Background: an optimization exercise with open tools, aiming at small area. Do not read the settings as production practice. In this exercise RTL edits were held to simulation tests only and were not proved equivalent to the original. Power and IR drop assume default switching activity.

==> trial 13 <==
## q100_core
module q100_core
(
    input clk,
    input rst,
    output [12-1:0] itcm_addr_o,
    input  [32-1:0] itcm_din_i,
    output [17-1:0] dtcm_addr_o,
    output [4-1:0]       dtcm_we_o,
    output [32-1:0] dtcm_dout_o,
    input  [32-1:0] dtcm_din_i,
    output                        done_intr_o
);
clock: 10.0 ns
lec_check: 0
cap_margin: 20
core_margin: 2
core_utilization: 40
cts_cluster_diameter: 90
cts_cluster_size: 26
slew_margin: 20
synth_hierarchical: 1
synth_minimum_keep_size: 0
run.sh (not shown) runs the stock make flow with config.mk's settings and CLKGATE_MAP_FILE= SYNTH_SCRIPT=/design/flow/synth_recipe.tcl, a recipe that flattens the netlist after the stock synthesis.
==> inputs of trial 52, as changes to trial 13 <==
- CTS_CLUSTER_DIAMETER: 90 -> default
- CTS_CLUSTER_SIZE: 26 -> default
==> notes.md <==
|  | trial 13 | trial 52 |
|---|---|---|
| Result of the run | finished clean | finished clean |
| Vias per cell | 7.033 | 7.000 |
| Required time at the endpoint of the critical path | 10.60 ns | 10.67 ns |
| # H-tree levels | 3 | 4 |
| Number of global-route vias before repair | 51830 | 52980 |
| First-pass GRT wire length | 388600 um | 391200 um |
| Register-to-register setup slack | 1.38 ns | 1.37 ns |
| Met1 capacity usage during global routing | 39.43% | 39.22% |
| Total routed wirelength | 279000 um | 281000 um |
| Critical path launch point | dtcm_din_i[6] | dtcm_din_i[3] |
| Pwr Density | 310.5 nW/um^2 | 327.8 nW/um^2 |
| Critical path peak fanout | 10 | 17 |
| Combined global-route utilization of all metal layers | 31.02% | 31.29% |
| Power, Total | 23.61 mW | 25.77 mW |

---

==> job 4670: inputs <==
Starting RTL as in the previous note.
// q100_core
module q100_core
(
    input clk,
    input rst,
    output [12-1:0] itcm_addr_o,
    input  [32-1:0] itcm_din_i,
    output [17-1:0] dtcm_addr_o,
    output [4-1:0]       dtcm_we_o,
    output [32-1:0] dtcm_dout_o,
    input  [32-1:0] dtcm_din_i,
    output                        done_intr_o
);
Settings: LEC_CHECK=0, CAP_MARGIN=20, CORE_MARGIN=2, CORE_UTILIZATION=40, CTS_CLUSTER_DIAMETER=90, CTS_CLUSTER_SIZE=24, SLEW_MARGIN=20, SYNTH_HIERARCHICAL=1, SYNTH_MINIMUM_KEEP_SIZE=0; clock period 10.0 ns.
==> job 5859: changes against job 4670 <==
--- a/flow/config.mk
+++ b/flow/config.mk
@@ -8,7 +8,7 @@
 export CAP_MARGIN = 20
 export CORE_MARGIN = 2
-export CORE_UTILIZATION = 40
-export CTS_CLUSTER_DIAMETER = 90
-export CTS_CLUSTER_SIZE = 24
+export CORE_UTILIZATION = 50
+export CTS_CLUSTER_DIAMETER = 80
+export CTS_CLUSTER_SIZE = 20
 export SLEW_MARGIN = 20
 export SYNTH_HIERARCHICAL = 1
==> notes.md <==
Clock skew: job 4670 is lower than job 5859 (0.038 ns).
Job 5859 finished clean. Job 4670 completed without violations.
In job 5859 the sequential power is smaller than in job 4670, by about 0.7%.
First-iteration DRC count: job 4670 is larger than job 5859 (about 1.2%).
Between job 5859 and job 4670, the lower non-clock buffer count is in job 4670 (gap 3).
Of job 4670 and job 5859, job 4670 has the higher maximum frequency (gap about 2.5%, measured against job 5859).
In combinational power, job 5859 and job 4670 hardly differ.
In synthesized cell count, job 4670 and job 5859 do not differ.
Die area: job 5859 is smaller than job 4670 (20%).
Sequential share of layout area: job 4670 is lower than job 5859 (0.11 points).
Worst setup slack: job 4670 is better than job 5859 (0.23 ns).
==> figures <==
quantity                                                                job 4670        job 5859
Routed wl met3                                                         35,800 um       32,300 um
Ratio of layout area to synthesized area                                  1.118x          1.116x
Finished Cell Area                                                  0.0760 sq mm    0.0759 sq mm
Final weighted congestion of routability-driven global placement            1.00            1.02
Total clock buffers created by CTS                                            73              88
Final-layout fill cell count                                              15,300          11,300
Half-perimeter wire length after placement                            181,000 um      175,000 um
Worst path setup slack after routing                                    0.780 ns        0.546 ns
Clk cell area share                                                       0.0296          0.0359
WL met2                                                               125,000 um      117,000 um
Worst Setup Slack post-DPL                                              0.290 ns      -0.0303 ns
Vias post-DR                                                              54,900          54,400
Terminating pin of the worst hold path                            m_csrw$_DFF_P_  m_csrv$_DFF_P_
Source of the worst hold timing path                              x_csrw$_DFF_P_  x_csrv$_DFF_P_
Run status                                              timing/DRC/antenna clean  timing/DRC/antenna clean
First-pass GRT wire length                                            388,000 um      377,000 um
Drt first-iter violations                                                 12,700          12,600
Buffers excl. clock                                                          393             396
Source of the critical timing path                                 dtcm_din_i[3]   dtcm_din_i[5]
Fraction of area in registers                                              0.518           0.519
Global-route met3 utilization                                             0.0800          0.0855
Clock buf count                                                              120             124

---

==> nickel <==
Starting RTL as in the previous note.
==> flow/config.mk <==
export PLATFORM = sky130hd
export DESIGN_NAME = q100_core
export DESIGN_NICKNAME = q100_core
export VERILOG_FILES = /design/flow/design.v
export SDC_FILE = /design/flow/constraint.sdc
export NUM_CORES = 4
export LEC_CHECK = 0
export CAP_MARGIN = 20
export CORE_MARGIN = 2
export CORE_UTILIZATION = 40
export CTS_CLUSTER_DIAMETER = 100
export CTS_CLUSTER_SIZE = 28
export SLEW_MARGIN = 20
export SYNTH_HIERARCHICAL = 1
export SYNTH_MINIMUM_KEEP_SIZE = 0
==> flow/constraint.sdc <==
create_clock -name core_clock -period 10.0 [get_ports {clk}]
set_input_delay 2.0000 -clock core_clock [delete_from_list [all_inputs] [get_ports {clk}]]
set_output_delay 2.0000 -clock core_clock [all_outputs]
set_load 0.01 [all_outputs]
==> ember: changes against nickel <==
Settings changed: CTS_CLUSTER_DIAMETER 100 to 80, CTS_CLUSTER_SIZE 28 to 20.
==> notes.md <==
Setup path
The critical path starts at dtcm_din_i[3]. The critical-path cell with the highest stage delay is mux2i_1. Together, buffers and inverters on the worst path number 2.

Timing
The highest clock rate is 109 MHz. The setup skew after layout is 24.6 ps. The post-route worst setup slack is 850 ps.

Route
The met2 wire length is 126000 um. The initial detailed-routing violation count is 12700.

Cells and area
Multi-input gates account for 36.2% of the area. Measured on the final layout, the clock distribution area share stands at 3.33%.

Run status
The run finished with no timing, DRC or antenna violations.

CTS
Clock latency on the worst-skew pair, taken at its later pin, is 730 ps.

Pwr
Summed over all nets, the switching power comes to 10000 uW. Cell internal power was estimated by the tool at 13900 uW. The clock network is responsible for 15.6% of the overall power.

Global route
The number of antenna violations at the first check in global routing was 19.
The numbers above come from ember.

==> notes.md <==
Run status
The run finished with no timing, DRC or antenna violations.

Setup path
The startpoint of the worst setup timing path is dtcm_din_i[6]. Among all stages on the critical path, the largest delay is contributed by xnor2_1. The number of buffers and inverters on the critical path is 3.

Cells and area
The proportion of cell area spent on the clock network is 2.56%. The register containing the most flip-flops in the final layout is rf. The multi-input combinational area share is 36.5%.

Pwr
The internal power consumption is 13400 uW.

Route
After the first detailed-routing iteration, the DRC count stood at 12700. The met2 wire length is 125000 um.

Timing
The setup skew after layout is 54.1 ps.

Global route
The number of antenna violations at the first check in global routing is 17.
The numbers above come from nickel.

## port drivers added, routing unchanged
No port has a modelled driver above. Below, the same layouts with a new extraction and two added sets of constraints.
Step 1 assumes that a clkbuf_16 drives the clock port and a buf_2 every other input.
Step 2 also shifts input and output timing later by t, the mid clock arrival at the registers, as if the neighbouring blocks saw the same clock.
a / b / c = ideal / step 1 / step 2; a / b = the first two.
run	t (ns)	setup WS [ns]	worst hold slack (ns)	slew at the worst register clock pin (ns)	worst slew at a driven data input, ns
trial 13	0.805	0.801 / 0.864 / 0.059	0.342 / 0.342 / 0.342	0.11 / 0.11	0.06
trial 52	0.881	0.812 / 0.861 / -0.020	0.335 / 0.335 / 0.335	0.07 / 0.07	0.06
job 4670	0.798	0.780 / 0.829 / 0.031	0.339 / 0.339 / 0.339	0.11 / 0.11	0.07
job 5859	0.791	0.546 / 0.586 / -0.205	0.334 / 0.334 / 0.334	0.09 / 0.09	0.05
nickel	0.839	0.834 / 0.899 / 0.061	0.342 / 0.342 / 0.342	0.12 / 0.12	0.07
ember	0.788	0.850 / 0.891 / 0.103	0.336 / 0.336 / 0.336	0.10 / 0.10	0.07
Met with ideal ports but missed after step 2: setup timing in trial 52 and job 5859. The setup slack of trial 52, which loses most, moves by +0.049 ns with the drivers and by -0.832 ns with both steps.
